Background: an optimization exercise with open tools, aiming at small area. Do not read the settings as production practice.
In this exercise RTL edits were held to simulation tests only and were not proved equivalent to the original.
Power figures rest on the tool's default switching activity, not on a simulated workload.

===== design.v =====
module clock_divider
	#(parameter DIVISOR = 50000)	 
	(input logic clk_in,	 
	input logic rst,	 
	output logic clk_out,	 
	output logic tick);	 
	logic [$clog2(DIVISOR)-1:0] counter;
	assign tick = (counter == DIVISOR-1) && !clk_out;
	always_ff @(posedge clk_in, posedge rst)	 
		if (rst) begin
			counter <= '0;
			clk_out <= 1'b0;
		end
		else if (counter == DIVISOR-1) begin
			counter <= '0;
			clk_out <= ~clk_out;
		end
		else counter <= counter + 1;
endmodule
module random_number_generator(input logic clk,
								input logic rst,	 
								input logic generate_num,	 
								output logic [7:0] random_number);
	always_ff @(posedge clk, posedge rst)
		if (rst) 
			random_number <= 'd100;	 
		else if (generate_num)
			random_number <= {random_number[6:0], random_number[7] ^ random_number[5] ^ random_number[4] ^ random_number[3]};
endmodule
module seven_segment_digit(input logic [3:0] digit,
							output logic [6:0] display_bits	 
);
	always_comb
		case(digit)
			0:			display_bits = 7'b000_0001;
			1:			display_bits = 7'b100_1111;
			2:			display_bits = 7'b001_0010;
			3:			display_bits = 7'b000_0110;
			4:			display_bits = 7'b100_1100;
			5:			display_bits = 7'b010_0100;
			6:			display_bits = 7'b010_0000;
			7:			display_bits = 7'b000_1111;
			8:			display_bits = 7'b000_0000;
			9:			display_bits = 7'b000_1100;
			default:	display_bits = 7'b111_1111;
		endcase
endmodule
module stopwatch(input logic clk,	 
				input logic rst,	 
				input logic start_watch,	 
				output logic [$clog2(10000)-1:0] elapsed_time
);
	logic clk_in;	 
	logic tick;	 
	clock_divider #(10) my_clk(clk, rst, clk_in, tick);	 
	always_ff @(posedge clk, posedge rst)
		if (rst)
			elapsed_time <= '0;
		else if (tick) begin
			if (elapsed_time == 9999 && start_watch == 1)
				elapsed_time <= '0;
			else if (start_watch == 1)
				elapsed_time <= elapsed_time + 1;
		end
endmodule
module binary_to_ssd(input logic [$clog2(10000)-1:0] binary_in,	 
					output logic [27:0] display_out	 
);
	logic [3:0] decimal_in_0, decimal_in_1, decimal_in_2, decimal_in_3;
	logic [6:0] display_bits_0, display_bits_1, display_bits_2, display_bits_3;
	always_comb begin
		decimal_in_0 = binary_in % 10;
		decimal_in_1 = (binary_in/10) % 10;
		decimal_in_2 = (binary_in/100) % 10;
		decimal_in_3 = (binary_in/1000) % 10;
	end
	seven_segment_digit ssd_0(decimal_in_0, display_bits_0);
	seven_segment_digit ssd_1(decimal_in_1, display_bits_1);
	seven_segment_digit ssd_2(decimal_in_2, display_bits_2);
	seven_segment_digit ssd_3(decimal_in_3, display_bits_3);
	always_comb begin
		display_out[6:0]   = display_bits_0;		 
		display_out[13:7]  = display_bits_1;		 
		display_out[20:14] = display_bits_2;		 
		display_out[27:21] = display_bits_3;		 
	end
endmodule
module basys_ssd(input logic clk,	 
				input logic rst,	 
				input logic [27:0] ssd_in,	 
				output logic [3:0] an,	 
				output logic [6:0] seg	 
);
	logic clk_in;	 
	logic tick;	 
	clock_divider #(10) my_clock(clk, rst, clk_in, tick);	 
	logic [1:0] counter;	 
	always_ff @(posedge clk, posedge rst)
		if (rst) counter <= 0;
		else if (tick) counter <= counter + 1;
	always_comb begin
		case (counter)
			2'd0:	an = 4'b1110;	 
			2'd1:	an = 4'b1101;	 
			2'd2:	an = 4'b1011;	 
			default:	an = 4'b0111;	 
		endcase
		case (counter)
			2'd0:	seg = ssd_in[6:0];
			2'd1:	seg = ssd_in[13:7];
			2'd2:	seg = ssd_in[20:14];
			default:	seg = ssd_in[27:21];
		endcase
	end
endmodule
module reaction_timer_top(
	input logic 		clk,			 
	input logic 		rst,			 
	input logic 		start_stop_btn,	 
	output logic 		led,			 
	output logic [3:0] 	an,				 
	output logic [6:0] 	seg				 
);
	typedef enum logic [1:0] {S0, S1, S2, S3} statetype;
	statetype state, nextstate;
	logic start_btn_d;
	logic start_pulse;
	logic my_clk;
	logic my_tick;
	logic [7:0] delay;
	logic [7:0] delay_counter;
	logic delay_done;
	logic stopwatch_en;
	logic [$clog2(10000)-1:0] elapsed_time;
	logic [$clog2(10000)-1:0] display_value;
	logic [27:0] ssd_digits;
	random_number_generator my_rng(clk, rst, state == S0, delay);
	stopwatch my_stopwatch(clk, rst, stopwatch_en, elapsed_time);
	binary_to_ssd my_b2ssd(display_value, ssd_digits);
	basys_ssd my_ssd(clk, rst, ssd_digits, an, seg);
	clock_divider #(100) my_clock_divider(clk, rst, my_clk, my_tick);	 
	always_ff @(posedge clk or posedge rst) begin
		if (rst) begin
			start_btn_d <= 0;
			start_pulse <= 0;
		end 
		else begin
			start_pulse <= start_stop_btn & ~start_btn_d;
			start_btn_d <= start_stop_btn;
		end
	end
	always_ff @(posedge clk, posedge rst) begin
		if (rst) begin
			delay_counter <= 0;
			delay_done <= 0;
		end
		else if (!my_tick) begin
		end
		else if (state == S1) begin
			if (delay_counter >= delay)
				delay_done <= 1;
			else begin
				delay_counter <= delay_counter + 1;
				delay_done <= 0;
			end
		end
		else begin
			delay_counter <= 0;
			delay_done <= 0;
		end
	end
	always_ff @(posedge clk, posedge rst)
		if (rst) state <= S0;
		else state <= nextstate;
	always_comb begin
		nextstate = state;
		stopwatch_en = 0;
		led = 0;
		case(state)
			S0:	begin	 
				if (start_pulse) nextstate = S1;
				else nextstate = S0;
			end
			S1: begin 	 
				if (delay_done) nextstate = S2;
				else nextstate = S1;
			end
			S2:	begin	 
				stopwatch_en = 1;	 
				led = 1;	 
				if (start_pulse)
					nextstate = S3;
				else nextstate = S2;
			end
			S3:	begin	 
			end
		endcase
	end
	always_comb begin		
		if (state == S2 || state == S3)
			display_value = elapsed_time;
		else
			display_value = 0;
	end
endmodule

===== run.sh =====
#!/bin/bash
# synth_recipe.tcl (not shown) runs the flow's synth.tcl, then flattens the netlist and writes it again
# the make line also repeats each setting of config.mk as NAME=value (left out here)
make -C /OpenROAD-flow-scripts/flow DESIGN_CONFIG=/design/flow/config.mk WORK_HOME=/design/flow/orfs CLKGATE_MAP_FILE= SYNTH_SCRIPT=/design/flow/synth_recipe.tcl finish

===== config.mk =====
export PLATFORM = sky130hd
export DESIGN_NAME = reaction_timer_top
export DESIGN_NICKNAME = reaction_timer_top
export VERILOG_FILES = /design/flow/design.v
export SDC_FILE = /design/flow/constraint.sdc
export NUM_CORES = 4
export LEC_CHECK = 0
export CAP_MARGIN = 20
export CORE_MARGIN = 2
export CORE_UTILIZATION = 40
export SLEW_MARGIN = 20

===== constraint.sdc =====
create_clock -name core_clock -period 18.0 [get_ports {clk}]
set_input_delay 3.6000 -clock core_clock [delete_from_list [all_inputs] [get_ports {clk}]]
set_output_delay 3.6000 -clock core_clock [all_outputs]
set_load 0.01 [all_outputs]

==> notes.md <==
==> state kept, by name, indices dropped and copies added (netlist names) <==
signal / count
my_rng.random_number: 8
delay_counter: 8
my_stopwatch.my_clk.clk_out: 1
my_stopwatch.elapsed_time: 14
start_btn_d: 1
state: 2
start_pulse: 1
my_clock_divider.counter: 7
my_ssd.counter: 2
my_clock_divider.clk_out: 1
my_stopwatch.my_clk.counter: 4
delay_done: 1
my_ssd.my_clock.counter: 4
my_ssd.my_clock.clk_out: 1
==> Yosys cell counts (8+ instances only) <==
cell type,count,area share
sky130_fd_sc_hd__o211a_1,8,0.0073
sky130_fd_sc_hd__a41oi_1,8,0.0064
sky130_fd_sc_hd__o221ai_1,16,0.013
sky130_fd_sc_hd__ha_1,64,0.073
sky130_fd_sc_hd__or2_2,8,0.0045
sky130_fd_sc_hd__xnor2_1,61,0.049
sky130_fd_sc_hd__nor3_1,47,0.021
sky130_fd_sc_hd__nand4_1,24,0.014
sky130_fd_sc_hd__a31oi_1,29,0.016
sky130_fd_sc_hd__o21ai_0,122,0.056
sky130_fd_sc_hd__o31ai_1,15,0.010
sky130_fd_sc_hd__a211oi_1,26,0.018
sky130_fd_sc_hd__clkbuf_1,54,0.018
sky130_fd_sc_hd__and2_1,21,0.012
sky130_fd_sc_hd__nor2_1,159,0.054
sky130_fd_sc_hd__a221oi_1,12,0.0096
sky130_fd_sc_hd__o211ai_1,31,0.021
sky130_fd_sc_hd__inv_1,56,0.019
sky130_fd_sc_hd__nor4_1,11,0.0063
sky130_fd_sc_hd__xor2_1,21,0.017
sky130_fd_sc_hd__or3_1,22,0.013
sky130_fd_sc_hd__mux2i_1,16,0.015
sky130_fd_sc_hd__o21ai_1,12,0.0055
sky130_fd_sc_hd__nor2b_1,11,0.0063
sky130_fd_sc_hd__and3_1,15,0.0085
sky130_fd_sc_hd__nand2b_1,18,0.010
sky130_fd_sc_hd__a21o_1,19,0.013
sky130_fd_sc_hd__a22oi_1,9,0.0061
sky130_fd_sc_hd__a21oi_1,97,0.044
sky130_fd_sc_hd__buf_2,21,0.0096
sky130_fd_sc_hd__o22ai_1,16,0.0091
sky130_fd_sc_hd__o21a_1,25,0.017
sky130_fd_sc_hd__nand2_1,165,0.056
sky130_fd_sc_hd__nand3_1,61,0.028
sky130_fd_sc_hd__a211o_1,11,0.0088
sky130_fd_sc_hd__dfrtp_1,52,0.12
==> stage by stage <==
| stage | hold slack [ps] | util | total power [mW] | instances |
|---|---|---|---|---|
| 3_3_place_gp | 425 | 0.419 | 0.179 | 1855 |
| 3_5_place_dp | 426 | 0.419 | 0.181 | 1855 |
| 2_1_floorplan | 378 | - | 0.172 | 1571 |
| 4_1_cts | 429 | 0.425 | 0.300 | 1863 |
| 6_report | 432 | 0.425 | 0.295 | 1864 |
| 5_1_grt | 452 | 0.425 | 0.311 | 1864 |
==> final cells by class <==
type                            instances  area (um2)  area share
Multi-Input combinational cell       1366        8990       0.784
Sequential cell                        55        1380       0.120
Tap cell                              341         427      0.0372
Inverter                               66         250      0.0218
Timing Repair Buffer                   28         243      0.0212
Clock buffer                            5         125      0.0109
Clock inverter                          3        50.0     0.00436
==> worst max-delay path, delay by kind of cell, from the launching register on <==
| family | cells | cell delay [ps] |
|---|---|---|
| XOR/XNOR | 1 | 210 |
| adder cells (fa/ha/maj) | 3 | 1080 |
| multiplexers | 1 | 440 |
| buffers and inverters | 3 | 840 |
| AO/OA/AOI/OAI | 17 | 5200 |
| AND/OR/NAND/NOR | 11 | 4000 |
| flip-flops | 1 | 400 |
==> power by group <==
group	internal [mW]	total (mW)	switching, mW	leakage [nW]
combinational	0.0169	0.0365	0.0196	3.70
sequential	0.135	0.141	0.00636	0.708
clock	0.0673	0.117	0.0500	0.0863
==> worst paths after layout <==
| check | startpoint | end | depth (start not counted) |
|---|---|---|---|
| worst min-delay path | start_btn_d | start_pulse | 1 |
| max in group asynchronous | rst | my_clock_divider.counter[3] | 3 |
| worst max register to register | delay_counter[0] | delay_counter[5] | 18 |
| worst min register to register | start_btn_d | start_pulse | 1 |
| worst max-delay path | state[0] | seg[2] | 36 |
| min in group asynchronous | rst | my_stopwatch.my_clk.counter[1] | 3 |
==> logic make-up (layout without fill, tap and decap cells) <==
family                     after synthesis  count (layout)  synth area share
and+or+nand+nor                        609             609             0.272
AOI/OAI and AO/OA                      577             577             0.372
buffers and inverters                  150             102            0.0576
xor gates and xnor gates                84              84            0.0682
adders and majority gates               71              71            0.0794
DFF                                     55              55             0.125
muxes                                   25              25            0.0251
==> layer usage <==
layer	global-route usage	part of all wire	vias up
li1	-	-	5845
met1	0.337	0.46	5759
met2	0.395	0.46	464
met3	0.0170	0.056	54
met4	0.0736	0.024	0
met5	0	0	-
==> out/results.txt <==
Clock Skews -> 11.6 ps
Area of the placeable core -> 27000 um2
Total via count in the routed design -> 12100
CTS Hold Bufs -> 0
Pin count of the biggest net entering global routing -> 56
Critical-path maximum fanout -> 20
Synth-to-layout area growth -> 4.24%
Part of the cycle the worst path needs -> 0.896
CP Data Required Time -> 14400 ps
Ys async rst share -> 1.00
Slew Viols, Final -> 0
Ports placed on the boundary -> 15
RD Place Congestion -> 0.955
Number of unique standard cell types used by synthesis -> 112
Post-CTS Setup Repair Bufs -> 0
Setup slack after placement -> 2310 ps
Synth Cell Area -> 11000 um2
Headroom to the max-slew limit -> 0.306
Count of buffers inserted at the top-level ports -> 14
Most numerous cell on the critical path -> sky130_fd_sc_hd__o21a_1
Category of the worst setup path launch point -> register
Antenna Violating Nets Remaining -> 0
Per-cell via count in the routed design -> 6.50
Post-CTS Resized -> 0
Number of register bits inferred by synthesis -> 55
Clock buffers created by TritonCTS -> 5
Source-to-sink clock delay at the later pin of the worst-skew pair -> 310 ps
Worst path slowest cell -> sky130_fd_sc_hd__nand3_1
Setup Crit Path Kind -> reg2out
Post-DP HPWL -> 26.7 mm
Static leakage -> 4.50 nW
Most common cell after layout, fill and taps aside -> sky130_fd_sc_hd__nand2_1
Setup slack after layout -> 1870 ps
Run status -> complete, no violations
Fillcell total -> 2784
Total Die Area -> 28800 um2
Main flop type after synthesis -> sky130_fd_sc_hd__dfrtp_1
Min Clock Period, post-route -> 16130 ps
Pwr per Cell Area -> 25.7 nW/um2
Max-cap check violation count -> 0
Clk slew on worst S/H paths -> 80 ps
Register-to-register path setup slack -> 14820 ps
Count of TritonRoute iterations in the first routing pass -> 5
Clock tree buffer depth -> 2
Total detailed-routing wirelength -> 34.7 mm
Residual overflow from global routing -> 0
Sequential-to-total area share from yosys stat -> 0.125
Cell count after synthesis -> 1571
Number of rows created at floorplan -> 60
Number of nets in the final layout -> 1589
Combined global-route utilization of all metal layers -> 0.240
Area after detailed placement -> 11300 um2
Clock tree from TritonCTS -> done
Count of endpoints failing setup in the final report -> 0
First DRT Iteration DRCs -> 1118
Number of warning messages in the yosys log -> 8
Setup crit end kind -> primary output
Most frequent cells in the layout -> sky130_fd_sc_hd__nand2_1 (165), sky130_fd_sc_hd__nor2_1 (159), sky130_fd_sc_hd__o21ai_0 (122)
H-Tree Depth -> 2
Floorplan die width -> 170 um
Routed wirelength normalized by instance count -> 18.6 um
Unrepaired setup endpoints after global routing -> false
Max Clk Rate -> 0.0620 GHz
Net count after synthesis -> 1638
Final setup TNS -> 0 ps
Sinks on the clock net -> 55
Effective utilization at floorplan -> 0.408
Antenna violations before repair -> 0
Arrival time at the worst endpoint -> 12530 ps
Clock tree root driver cell -> sky130_fd_sc_hd__clkbuf_16
Die boundary height -> 170 um
Worst vdd ir -> 0.0751 mV
Mean instance size in the synthesized netlist -> 7.00 um2
Vias in the first global route -> 11300
Classification of the worst-slack hold path -> reg2reg
Fraction of layout cells with a size suffix above 1 -> 0.0637
Largest stage delay on the critical path -> 600 ps
Area of all placed cells without fillers -> 11500 um2
Slew @ Worst Pin -> 1040 ps
Post-synth EDFFs -> 0
Antenna diode instance count -> 0
# DRC -> 0
Global-route wire length before repair -> 57.5 mm
Count of endpoints failing hold in the final timing report -> 0

[what the ideal ports hide]
No port has a modelled driver above. Below, the same layout with a new extraction and two added sets of constraints. Step 1, drivers: a clkbuf_16 drives clk and a buf_2 each remaining input, both assumed. Step 2 also shifts input and output timing later by t, the mid clock arrival at the registers, as if the neighbouring blocks saw the same clock. Slacks: ideal ports / drivers / drivers and shift; pairs: ideal ports / drivers.
t, ns: 0.342
setup slack, ns: 1.865 / 1.828 / 2.169
worst setup path after step 2: register to output
cell pins on the clock port's net: 1
After both steps setup and hold are still met in this run. The setup slack of this run moves by -0.037 ns with the drivers and by +0.304 ns with both steps.
